This is an optimization exercise on Yosys and OpenROAD, whose aim is small area, not a production implementation.
In this exercise RTL edits were held to simulation tests only and were not proved equivalent to the original.
Power figures rest on the tool's default switching activity, not on a simulated workload.

File: design/flow/config.mk
export PLATFORM = sky130hd
export DESIGN_NAME = gyn_datapath
export DESIGN_NICKNAME = gyn_datapath
export VERILOG_FILES = /design/flow/design.v
export SDC_FILE = /design/flow/constraint.sdc
export NUM_CORES = 4
export LEC_CHECK = 0
export CAP_MARGIN = 20
export CORE_MARGIN = 2
export CORE_UTILIZATION = 30
export GPL_ROUTABILITY_DRIVEN = 1
export PLACE_DENSITY = 0.45
export SLEW_MARGIN = 20
File: design/flow/constraint.sdc
create_clock -name core_clock -period 7.0 [get_ports {clk}]
set_input_delay 1.4000 -clock core_clock [delete_from_list [all_inputs] [get_ports {clk}]]
set_output_delay 1.4000 -clock core_clock [all_outputs]
set_load 0.01 [all_outputs]
File: design/flow/design.v
`timescale 1ns / 1ps
module alu64(
    input  [63:0]  A,
    input  [63:0]  B,
	input  [5:0]   shamt,
    input  [3:0]   aluctrl,
	input          CLK,
    output reg [63:0]  Z
);
reg [63:0] alu_out;
always @(*) begin
	alu_out = 64'b0;           
	case(aluctrl)
		4'b0000:  begin  
						alu_out = A + B; 
				 end
		4'b0001:  begin  
						alu_out = A - B; 
				 end
		4'b0010:  begin  
						alu_out = A & B; 
				  end
		4'b0011:  begin  
						alu_out = A | B; 
				  end
		4'b0100:  begin  
						alu_out= A ^ B;
				 end				  
		4'b0110:  begin  
						if ( A == B ) 
						begin
							alu_out[0] = 1'b1;
						end
				  end
		4'b1001: begin  
				        if (A < B) begin
						    alu_out[0] = 1'b1;
						end
				 end
		4'b1100: begin  
                        alu_out = A >> shamt;				      
				 end
		4'b1101:    begin  
				        if (A != B) begin
						    alu_out[0] = 1'b1;
						  end
	    				end
		default: begin
						alu_out = 64'b0;      
					end
	endcase
end
always @(posedge CLK) begin
	    Z <= alu_out;
end
endmodule
`timescale 1ns / 1ps
module controller(
    input [5:0] opcode,
	 input clk,
    output reg [3:0] aluctrl,
    output reg alusrc,
    output reg memtoreg,
    output reg memWrite,
    output reg regWrite,
	 output reg branch,
	 output reg jump,
	 output reg jal
    );
reg [3:0] ctrl;
reg src;
reg M2R;
reg memW;
reg regW;
reg j;
reg br;
reg jAndLink;
always @(*) begin
    ctrl = 4'b0000;
	 src = 1'b0;
	 memW = 1'b0;
	 regW = 1'b0;
	 M2R = 1'b0;
	 j = 1'b0;
	 br = 1'b0;
	 jAndLink = 1'b0;
	 case(opcode)
	     6'b00_0000: begin     
				regW = 1'b1;
		  end
        6'b00_0011: begin    
				src = 1'b1;
				memW = 1'b1;
				M2R = 1'b0;
		  end
		  6'b00_0110: begin    
				src = 1'b1;
				regW = 1'b1;
				M2R = 1'b1;
		  end
		  6'b00_1000: begin    
            ctrl = 4'b0000;
				j = 1;
				br = 1'b0;
				src = 1'b0;
				M2R = 1'b0;
		  end
		  6'b00_1001: begin    
            ctrl = 4'b0000;
				src = 1'b0;
				br = 1;
				M2R = 1'b0;
		  end
		  6'b00_1110: begin    
				regW = 1'b1;
		  end
		  6'b00_1111: begin    
  				src = 1'b1;
				regW = 1'b1;
		  end
		  6'b01_0001: begin    
            ctrl = 4'b0001;
				regW = 1'b1;
		  end
		  6'b01_0010: begin    
            ctrl = 4'b0001;
				src = 1'b1;
				regW = 1'b1;
		  end
		  6'b01_0011: begin    
           ctrl = 4'b0010;
				regW = 1'b1;
		  end
		  6'b01_0100: begin    
            ctrl = 4'b0011;
				regW = 1'b1;
		  end
		  6'b01_0101: begin    
	            ctrl = 4'b0100;
				regW = 1'b1;
		  end
		  6'b01_1000: begin    
            ctrl = 4'b1100;
				src = 1'b0;
				regW = 1'b1;
		  end
		  6'b01_1001: begin    
            ctrl = 4'b0010;
				src = 1'b1;
				regW = 1'b1;
		  end
		  6'b01_1010: begin    
            ctrl = 4'b0011;
				src = 1'b1;
				regW = 1'b1;
		  end
		  6'b01_1011: begin    
            ctrl = 4'b0100;
				src = 1'b1;
				regW = 1'b1;
		  end
		  6'b01_1101: begin    
            ctrl = 4'b1001;
				regW = 1'b1;
		  end
		  6'b10_0001: begin    
            ctrl = 4'b0110;
				regW = 1'b1;
		  end
		  6'b10_0010: begin    
            ctrl = 4'b1101;
			regW = 1'b1;
		  end
		  6'b11_1011: begin    
		    j = 1'b1;
		    jAndLink = 1'b1;
			regW = 1'b1;
			br = 1'b0;
			src = 1'b0;
			M2R = 1'b0;
		  end
		  default: begin
		      ctrl = 4'b0000;
			  src = 1'b0;
			  memW = 1'b0;
			  regW = 1'b0;
			  M2R = 1'b0;
			  j = 1'b0;
			  jAndLink = 1'b0;
			  br = 1'b0;
		  end
    endcase
end
always @(posedge clk) begin
	     aluctrl <= ctrl;
	     alusrc <= src;
	     memtoreg <= M2R;
	     memWrite <= memW;
	     regWrite <= regW;
		 jump <= j;
		 branch <= br;
		 jal <= jAndLink;
end
endmodule
`timescale 1ns / 1ps
module gyn_regfile8(
	input [3:0] r0addr,
	input [3:0] r1addr,
    input [71:0] wdata,
	input read_en,
    input wena,
    input [3:0] waddr,
	input CLK,
	input reset,
    output reg [71:0] r0data,
    output reg [71:0] r1data
    );
	reg [71:0] R0;
	reg [71:0] R1;
	reg [71:0] R2;
	reg [71:0] R3;
	reg [71:0] R4;
	reg [71:0] R5;
	reg [71:0] R6;
	reg [71:0] R7;
	always @(posedge CLK) begin
		if (reset)
		begin    
			R0 <= 0;
			R1 <= 0;
			R2 <= 0;
			R3 <= 0;
			R4 <= 0;
			R5 <= 0;
			R6 <= 0;
			R7 <= 0;
		end
		else
		begin			
			if (wena)
			begin
				case(waddr)
					4'b0000: 
						begin
							R0 <= 72'b0;
						end
					4'b0001: 
						begin
							R1 <= wdata;
						end
					4'b0010:
						begin
							R2 <= wdata;
						end
					4'b0011: 
						begin
							R3 <= wdata;
						end
					4'b0100:
						begin
							R4 <= wdata;
						end
					4'b0101:
						begin
							R5 <= wdata;
						end
					4'b0110:
						begin
							R6 <= wdata;
						end
					4'b0111:
						begin
							R7 <= wdata;
						end
					default:
					    begin
						    R0 <= 72'b0;
						end
				endcase
			end
		end
	end  
	always @(*) begin
			if (read_en) begin
				case(r0addr)
				4'b0000:  
					begin
						r0data = R0;
					end
				4'b0001: 
					begin
						r0data = R1;
					end
				4'b0010:
					begin
						r0data = R2;
					end
				4'b0011: 
					begin
						r0data = R3;
					end
				4'b0100:
					begin
						r0data = R4;
					end
				4'b0101:
					begin
						r0data = R5;
					end
				4'b0110:
					begin
						r0data = R6;
					end
				4'b0111:
					begin
						r0data = R7;
					end
			    default:
				    begin
					    r0data = 72'b0;
					end
			endcase
			case(r1addr)
				4'b0000:  
					begin
						r1data = R0;
					end
				4'b0001: 
					begin
						r1data = R1;
					end
				4'b0010:
					begin
						r1data = R2;
					end
				4'b0011: 
					begin
						r1data = R3;
					end
				4'b0100:
					begin
						r1data = R4;
					end
				4'b0101:
					begin
						r1data = R5;
					end
				4'b0110:
					begin
						r1data = R6;
					end
				4'b0111:
					begin
						r1data = R7;
					end
				default:
				    begin
					    r1data = 72'b0;
					end
			endcase
		end else begin
			r0data = 72'b0;
			r1data = 72'b0;
		end
	end
endmodule
`timescale 1ns / 1ps
module gyn_datapath(
	input clk,
	input reset,
	input [1:0] thread_num,
	input [8:0] instrMem_addr,
	input [31:0] instrMemOut,
	input [71:0] dMemOut,
	output [7:0] dMemAddr,
	output [71:0] dMemIn,
	output dMem_wena,
	output PCsel,
	output [8:0]  jump_address,
	output regfile_wena,
	output [1:0] regfile_wthread,
	output [3:0] regfile_waddr,
	output [71:0] regfile_wdata
);
	wire [42:0] pipe1;  
	wire [243:0] pipe2; 
	wire [230:0] pipe3; 
	wire [163:0] pipe4; 
	reg [1:0] thread_num_stage1;
	reg [1:0] thread_num_stage2;
	reg [1:0] thread_num_stage3;
	reg [1:0] thread_num_stage4;
	reg [71:0] r1Out_stage2;
	reg [71:0] r2Out_stage2;
	reg jal_stage3;
	reg jal_stage4;
	reg [8:0] link_addr_stage1;
	reg [8:0] link_addr_stage2;
	reg [8:0] link_addr_stage3;
	reg [8:0] link_addr_stage4;
	reg [7:0] control_stage2;
    reg [7:0] control_stage3;
    reg [7:0] r2Out_ctrl_stage3;
	reg [7:0] r1Out_ctrl_stage3;
	reg [7:0] r1Out_ctrl_stage4;
	reg [3:0] destinationID_stage2;
	reg [3:0] destinationID_stage3;
	reg [3:0] destinationID_stage4;
	reg memtoreg_stage3;
	reg memWrite_stage3;
	reg regWrite_stage3;
	reg branch_stage3;
	reg jump_stage3;
	reg memtoreg_stage4;
	reg regWrite_stage4;
	reg [5:0]  shamt_stage2;
	reg [63:0] extended_data_stage2;
	reg [63:0] Rb_stage3;
	reg [63:0] Ra_stage3;
	reg [63:0] ALU_stage4;
	wire [71:0] r1Out_thread0;
	wire [71:0] r2Out_thread0;
	wire [71:0] r1Out_thread1;
	wire [71:0] r2Out_thread1;
	wire [71:0] r1Out_thread2;
	wire [71:0] r2Out_thread2;
	wire [71:0] r1Out_thread3;
	wire [71:0] r2Out_thread3;
	wire [71:0] r1Out;
	wire [71:0] r2Out;
	wire [3:0] r1Addr;
	wire [3:0] r2Addr;
	wire regfile_wena0;
	wire regfile_wena1;
	wire regfile_wena2;
	wire regfile_wena3;
	wire [63:0] extended_data;
	wire [5:0] opcode;
	wire [3:0] aluctrl_c;
	wire alusrc;
	wire memtoreg;
	wire memWrite;
	wire regWrite;
	wire branch;
	wire jump;
	wire jal;
	wire [63:0] aluOut;
	wire [63:0] aluA;
	wire [63:0] aluB;
	wire [5:0] shamt;
	wire [3:0] aluctrl;   
	wire [8:0] jal_addr; 
	assign r1Addr = pipe1[21:18]; 
	assign r2Addr = pipe1[17:14]; 
	assign jal_addr = pipe4[158:150] + 1'b1;
	assign regfile_wdata = pipe4[159] ? {63'b0, jal_addr} : (pipe4[133] ? {pipe4[149:142], pipe4[67:4]} : {pipe4[141:134], pipe4[131:68]}); 
	assign regfile_wena0 = pipe4[132] && (!pipe4[163]) && (!pipe4[162]); 
	assign regfile_wena1 = pipe4[132] && (!pipe4[163]) && (pipe4[162]); 
	assign regfile_wena2 = pipe4[132] && (pipe4[163])  && (!pipe4[162]); 
	assign regfile_wena3 = pipe4[132] && (pipe4[163])  && (pipe4[162]); 
	assign r1Out = pipe1[42] ? (pipe1[41] ? r1Out_thread3 : r1Out_thread2) : (pipe1[41] ? r1Out_thread1 : r1Out_thread0);
	assign r2Out = pipe1[42] ? (pipe1[41] ? r2Out_thread3 : r2Out_thread2) : (pipe1[41] ? r2Out_thread1 : r2Out_thread0);
	assign regfile_waddr = pipe4[3:0];  
	assign opcode = pipe1[31:26];
   	assign extended_data = {{50{pipe1[13]}}, pipe1[13:0]};  
	assign PCsel = (pipe3[136] && pipe3[4]) || pipe3[135];
	assign jump_address = pipe3[145:137];
	assign aluA = pipe2[201:138];
	assign aluB = pipe2[205] ? pipe2[67:4] : pipe2[137:74];
	assign shamt = pipe2[73:68];
	assign aluctrl = pipe2[209:206];
	assign dMem_wena = pipe3[133];
	assign dMemIn = {pipe3[216:209], pipe3[67:4]}; 
	assign dMemAddr = pipe3[75:68];  
	assign regfile_wena = pipe4[132];
	assign regfile_wthread = pipe4[163:162];
	assign pipe1[42:41] = thread_num_stage1;
	assign pipe1[40:32] = link_addr_stage1;
	assign pipe1[31:0] = instrMemOut; 
	assign pipe2[243:242] = thread_num_stage2;
	assign pipe2[237] = jal;
	assign pipe2[236:228] = link_addr_stage2;
	assign pipe2[227:220] = r2Out_stage2[71:64];
    assign pipe2[219:212] = r1Out_stage2[71:64];
	assign pipe2[211:202] = {branch, jump, aluctrl_c, alusrc, memtoreg, memWrite, regWrite};
	assign pipe2[201:138] = r1Out_stage2[63:0];
	assign pipe2[137:74] = r2Out_stage2[63:0]; 	
	assign pipe2[73:68] = shamt_stage2;
	assign pipe2[67:4] = extended_data_stage2;
	assign pipe2[3:0] = destinationID_stage2;
	assign pipe3[230:229] = thread_num_stage3;
	assign pipe3[226] = jal_stage3;
	assign pipe3[225:217] = link_addr_stage3;
	assign pipe3[216:209] = r2Out_ctrl_stage3;
	assign pipe3[208:201] = r1Out_ctrl_stage3;
   	assign pipe3[200:137] = Ra_stage3;
   	assign pipe3[136] = branch_stage3;
   	assign pipe3[135] = jump_stage3;
   	assign pipe3[134] = memtoreg_stage3;
	assign pipe3[133] = memWrite_stage3;
	assign pipe3[132] = regWrite_stage3;
	assign pipe3[131:68] = aluOut;
	assign pipe3[67:4] = Rb_stage3;
	assign pipe3[3:0] = destinationID_stage3;
	assign pipe4[163:162] = thread_num_stage4;
	assign pipe4[159] = jal_stage4;
	assign pipe4[158:150] = link_addr_stage4;
	assign pipe4[149:142] = dMemOut[71:64];
	assign pipe4[141:134] = r1Out_ctrl_stage4;
   	assign pipe4[133] = memtoreg_stage4;
	assign pipe4[132] = regWrite_stage4;
	assign pipe4[131:68] = ALU_stage4;
	assign pipe4[67:4] = dMemOut[63:0];
	assign pipe4[3:0] = destinationID_stage4;
	controller ctrller(
	   .opcode(opcode),
		.clk(clk),
		.aluctrl(aluctrl_c),
		.alusrc(alusrc),
		.memtoreg(memtoreg),
		.memWrite(memWrite),
		.regWrite(regWrite),
		.branch(branch),
		.jump(jump),
		.jal(jal)
    );
	gyn_regfile8 registerFile0(
		.r0addr(r1Addr), 
		.r1addr(r2Addr), 
		.wdata(regfile_wdata), 
		.read_en((!pipe1[42]) && (!pipe1[41])),
		.wena(regfile_wena0), 
		.waddr(regfile_waddr), 
		.CLK(clk), 
		.reset(reset), 
		.r0data(r1Out_thread0), 
		.r1data(r2Out_thread0)
	);
	gyn_regfile8 registerFile1(
		.r0addr(r1Addr), 
		.r1addr(r2Addr), 
		.wdata(regfile_wdata), 
		.read_en((!pipe1[42]) && (pipe1[41])),
		.wena(regfile_wena1), 
		.waddr(regfile_waddr), 
		.CLK(clk), 
		.reset(reset), 
		.r0data(r1Out_thread1), 
		.r1data(r2Out_thread1)
	);
	gyn_regfile8 registerFile2(
		.r0addr(r1Addr), 
		.r1addr(r2Addr), 
		.wdata(regfile_wdata), 
		.read_en((pipe1[42]) && (!pipe1[41])),
		.wena(regfile_wena2), 
		.waddr(regfile_waddr), 
		.CLK(clk), 
		.reset(reset), 
		.r0data(r1Out_thread2), 
		.r1data(r2Out_thread2)
	);
	gyn_regfile8 registerFile3(  
		.r0addr(r1Addr), 
		.r1addr(r2Addr), 
		.wdata(regfile_wdata), 
		.read_en((pipe1[42]) && (pipe1[41])),
		.wena(regfile_wena3), 
		.waddr(regfile_waddr), 
		.CLK(clk), 
		.reset(reset), 
		.r0data(r1Out_thread3), 
		.r1data(r2Out_thread3)
	);
	alu64 alu(
	    .A(aluA),
		.B(aluB),
		.shamt(shamt),
		.aluctrl(aluctrl),
		.CLK(clk),   
		.Z(aluOut)         
	);
	always @ (posedge clk) begin
	if(reset)
	begin
		thread_num_stage1 <= 0;
		thread_num_stage2 <= 0;
		thread_num_stage3 <= 0;
		thread_num_stage4 <= 0;
		r1Out_stage2 <= 0;
		r2Out_stage2 <= 0;
	    destinationID_stage2 <= 0;
		destinationID_stage3 <= 0;
		destinationID_stage4 <= 0;
		memtoreg_stage3 <= 0;
		memWrite_stage3 <= 0;
		regWrite_stage3 <= 0;
		branch_stage3 <= 0;
		jump_stage3 <= 0;
		memtoreg_stage4 <= 0;
		regWrite_stage4 <= 0;
		shamt_stage2 <= 0;
		extended_data_stage2 <= 0;
		Rb_stage3 <= 0;
		Ra_stage3 <= 0;
		ALU_stage4 <= 0;
		control_stage2 <= 0;
		control_stage3 <= 0;
		r2Out_ctrl_stage3 <= 0;
		r1Out_ctrl_stage3 <= 0;
		r1Out_ctrl_stage4 <= 0;
	    jal_stage3 <= 0;
	    jal_stage4 <= 0;
	    link_addr_stage1 <= 0;
	    link_addr_stage2 <= 0;
	    link_addr_stage3 <= 0;
	    link_addr_stage4 <= 0;
	end
	else begin	
		thread_num_stage1 <= thread_num;
		thread_num_stage2 <= pipe1[42:41];
		thread_num_stage3 <= pipe2[243:242];
		thread_num_stage4 <= pipe3[230:229];
		r1Out_stage2 <= r1Out;
		r2Out_stage2 <= r2Out;
		destinationID_stage2 <= pipe1[25:22];
		destinationID_stage3 <= pipe2[3:0];
		destinationID_stage4 <= pipe3[3:0];
		memtoreg_stage3 <= pipe2[204];
		memWrite_stage3 <= pipe2[203];
		regWrite_stage3 <= pipe2[202];
		memtoreg_stage4 <= pipe3[134];
		regWrite_stage4 <= pipe3[132];
		shamt_stage2 <= pipe1[13:8];
		extended_data_stage2 <= extended_data;
		Rb_stage3 <= pipe2[137:74];
		ALU_stage4 <= pipe3[131:68];
		branch_stage3 <= pipe2[211];
		jump_stage3 <= pipe2[210];
		Ra_stage3 <= pipe2[201:138];
		control_stage2 <= pipe4[141:134];
		control_stage3 <= pipe2[219:212];
		r2Out_ctrl_stage3 <= pipe2[227:220];
		r1Out_ctrl_stage3 <= pipe2[219:212];
		r1Out_ctrl_stage4 <= pipe3[208:201];
	    jal_stage3 <= pipe2[237];
	    jal_stage4 <= pipe3[226];
	    link_addr_stage1 <= instrMem_addr;
	    link_addr_stage2 <= pipe1[40:32];
	    link_addr_stage3 <= pipe2[236:228];
	    link_addr_stage4 <= pipe3[225:217];
	end
	end
endmodule
File: design/flow/run.sh
#!/bin/bash
# synth_recipe.tcl (not shown) runs the flow's synth.tcl, then flattens the netlist and writes it again
# the make line also repeats each setting of config.mk as NAME=value (left out here)
make -C /OpenROAD-flow-scripts/flow DESIGN_CONFIG=/design/flow/config.mk WORK_HOME=/design/flow/orfs CLKGATE_MAP_FILE= SYNTH_SCRIPT=/design/flow/synth_recipe.tcl finish
==> metrics.md <==
| Metric | Value |
|---|---|
| Status | `timing/DRC/antenna clean` |
| Min-delay src | `alu.Z[39]$_DFF_P_` |
| Routed vias | `128000` |
| Register area share after synthesis | `41.3%` |
| GRT overflow | `0` |
| Pint | `24.3 mW` |
| Crit. End Element | `output pin` |
| Final WS setup | `1.36 ns` |
| Root Buffer | `clkbuf_16` |
| Chip Height | `636 um` |
| RR Endpoint | `alu.Z[62]$_DFF_P_` |
| Cts hold-fix bufs | `0` |
| Leakage power | `42.2 nW` |
| Cells resized by post-CTS repair | `0` |
| Clk slew on worst S/H paths | `0.06 ns` |
| Ys async rst share | `0%` |
| CTS Buffer Depth | `4` |
| Min-Delay Endpoint | `ALU_stage4[39]$_SDFF_PP0_` |
| Layout cell share with drive strength beyond 1 | `7.52%` |
| CP Class | `reg -> out` |
| RR Startpoint | `ctrller.alusrc$_SDFF_PP0_` |
| Least-Margin Pin Slew | `1.20 ns` |
| Dpl cell area | `127000 um^2` |
| Synth unique cells | `103` |
| Final Wtd Congestion | `0.972` |
| Unrepaired setup endpoints after global routing | `no` |
| Final hold violations | `0` |
| Startpoint Class | `flop` |
| Area of the core | `399000 um^2` |
| Largest net degree at the start of global routing | `177` |
| Yosys reg bits | `2475` |
| Initial cell density of the core | `30.1%` |
| Critical Path RT | `5.60 ns` |
| Fmax | `0.177 GHz` |
| Peak VDD IR | `199 uV` |
| Final WL | `715000 um` |
| Nets | `15300` |
| Vias in the first global route | `118000` |
| Syn nets | `16100` |
| Die width | `636 um` |
| DR pass1 iterations | `12` |
| Fin Setup TNS | `0 ns` |
| Slew margin rel. | `17.9%` |
| Final instance area | `138000 um^2` |
| Clock buffer count from CTS | `298` |
| Final Max Tran Viols | `0` |
| Setup bufs post-CTS | `0` |
| Final worst path period share | `80.5%` |
| PD cells | `240 nW/um^2` |
| Critical Path AT | `4.24 ns` |
| Post-synth EDFFs | `0` |
| R2R Setup Slk | `1.44 ns` |
| R2R depth | `15` |
| Placed cells | `20000` |
| First-pass GRT wire length | `979000 um` |
| DRT iter0 DRCs | `23400` |
| Avg Vias per Cell | `6.22` |
| Switching pwr | `8.68 mW` |
| Syn-to-layout area delta | `14.7%` |
| Antenna violations before repair | `48` |
| Tightest Hold Check Type | `reg -> reg` |
| Max-Cap Viols | `0` |
| Ports | `287` |
| # rows | `232` |
| Avg Cell Area, Syn | `7.62 um^2` |
| Hold Path Stages | `1` |
| DRC | `0` |
| Minimum clock period | `5.64 ns` |
| Overall Global Routing Usage | `33.5%` |
| Syn. warnings | `4` |
| Sequential Power Share | `43.1%` |
| H-tree Lvls | `5` |
| Clk latency of the worst-skew pair | `0.98 ns` |
| Syn Inst Count | `15800` |
| Pre-CTS WS | `1.54 ns` |
| Setup violators final | `0` |
| Clk pwr share | `50.4%` |
| Hpwl dp | `427000 um` |
| DIE AREA | `405000 um^2` |
| Clock Skew | `0.0715 ns` |
| Non-filler cells, final | `20600` |
| Detail Route Antenna Nets | `0` |
| Sw frac | `26.3%` |
| CTS tree | `built` |
| Crit path max fanout | `37` |
| Routed len/inst | `34.8 um` |
| Synth Flop Type | `dfxtp_1` |
| Area of the mapped netlist | `120000 um^2` |
| IO Port Bufs | `286` |
| CTS sink cnt | `2475` |
| Combinational cell fraction of total power | `6.6%` |
placed cells by master (no fill, tap or decap), drive strengths merged, types with 50 or more instances in the layout:
master / instances
clkbuf: 438
mux4: 53
nor2: 654
nor2b: 212
clkdlybuf4s50: 285
inv: 281
clkinv: 60
a31oi: 602
nor3: 62
dfxtp: 2475
a21oi: 2280
nand2: 4206
o21ai: 450
a222oi: 577
a221oi: 52
buf: 397
diode: 50
ha: 207
a22oi: 1162
mux2i: 147
how the worst max path moves through the flow:
stage | start | end | slack [ns]
after CTS | memtoreg_stage4$_SDFF_PP0_ | regfile_wdata[35] | 1.32
after detailed placement | instrMemOut[17] | r2Out_stage2[10]$_SDFF_PP0_ | 1.54
after global placement | instrMemOut[17] | r2Out_stage2[10]$_SDFF_PP0_ | 1.56
after global routing | ctrller.alusrc$_SDFF_PP0_ | alu.Z[62]$_DFF_P_ | 1.30
final | memtoreg_stage4$_SDFF_PP0_ | regfile_wdata[33] | 1.36
after floorplan | shamt_stage2[2]$_SDFF_PP0_ | alu.Z[45]$_DFF_P_ | 2.93
critical path, cell delays in order, from the launching register on:
cell and delay, ns:
dfxtp_4 0.91, buf_4 0.55, mux2i_1 0.18, nor2_2 0.17
buf_4 0.40, clkdlybuf4s50_1 1.02
stage by stage:
stage	utilization [%]	hold slack [ns]	power [mW]
2_1_floorplan	-	0.403	15.5
3_3_place_gp	31.9	0.417	16.6
3_5_place_dp	31.9	0.420	16.6
4_1_cts	34.5	0.432	33.1
5_1_grt	34.5	0.441	33.7
6_report	34.5	0.432	33.0
power by group through the flow:
stage               logic (mW)  clock network, mW  registers, mW
CTS                       2.08               16.7           14.2
global route              2.17               17.3           14.2
global placement          2.09                  0           14.5
floorplan                 1.04                  0           14.5
finish                    2.17               16.6           14.2
detailed placement        2.08                  0           14.5
layout make-up:
class,count,area [um^2]
Fill cell,41800,261000
Multi-Input combinational cell,11300,63300
Sequential cell,2475,49600
Clock buffer,438,8820
Timing Repair Buffer,682,6900
Tap cell,5265,6590
Clock inverter,104,1380
Inverter,266,998
Antenna cell,50,125
per-layer routing:
| metal | vias to the layer above | GRT usage (%) | part of all wire (%) |
|---|---|---|---|
| li1 | 54700 | - | - |
| met1 | 62400 | 42.0 | 38 |
| met2 | 8781 | 51.1 | 43 |
| met3 | 2088 | 7.99 | 11 |
| met4 | 44 | 22.1 | 7.7 |
| met5 | - | 0 | 0.041 |
Yosys cell counts, types with 61 or more instances:
| master | number | area (um^2) |
|---|---|---|
| a21oi_1 | 2278 | 11400 |
| a222oi_1 | 577 | 5780 |
| a22oi_1 | 1162 | 8720 |
| a31oi_1 | 600 | 3750 |
| buf_1 | 177 | 664 |
| buf_4 | 109 | 818 |
| clkbuf_1 | 1397 | 5240 |
| dfxtp_1 | 2475 | 49500 |
| ha_1 | 207 | 2590 |
| inv_1 | 262 | 983 |
| mux2i_1 | 146 | 1460 |
| nand2_1 | 4206 | 15800 |
| nor2_1 | 654 | 2450 |
| nor2b_1 | 212 | 1330 |
| nor3_1 | 61 | 305 |
| o21ai_0 | 441 | 2210 |
cell families (layout without fill, tap and decap cells):
family / Yosys count / in the layout / share of synthesized area (%)
XOR/XNOR: 21 / 21 / 0.153
AND/OR/NAND/NOR: 5360 / 5360 / 17.8
adder cells (fa/ha/maj): 209 / 209 / 2.19
AO/OA/AOI/OAI: 5498 / 5498 / 29.6
buffers and inverters: 1985 / 1490 / 6.62
flip-flops: 2475 / 2475 / 41.3
multiplexers: 209 / 209 / 2.33
other: 0 / 50 / 0

==> re-timing with driven ports <==
In the flow no input, the clock included, has a driving cell. The finished layout below was timed again as built, in two steps. Step 1: set_driving_cell puts a clkbuf_16 on clk and a buf_2 on each other input, an assumption about the parent block. Step 2 moves the port delays by t, midway between the first and last clock arrival at a register: inputs arrive t later, outputs are due t later. That takes back most of the time a late clock gives input paths. a / b / c = no drivers / after step 1 / after step 2; a / b = the first two.
t, ns: 1.062
setup slack, ns: 1.364 / 1.247 / 1.438
worst setup path at the end: register to register
slew at the worst register clock pin (ns): 0.07 / 0.07
worst data-port slew with drivers (ns): 0.12
After both steps this run still meets setup and hold. The setup slack of this run moves by -0.117 ns with the drivers and by +0.074 ns with both steps.
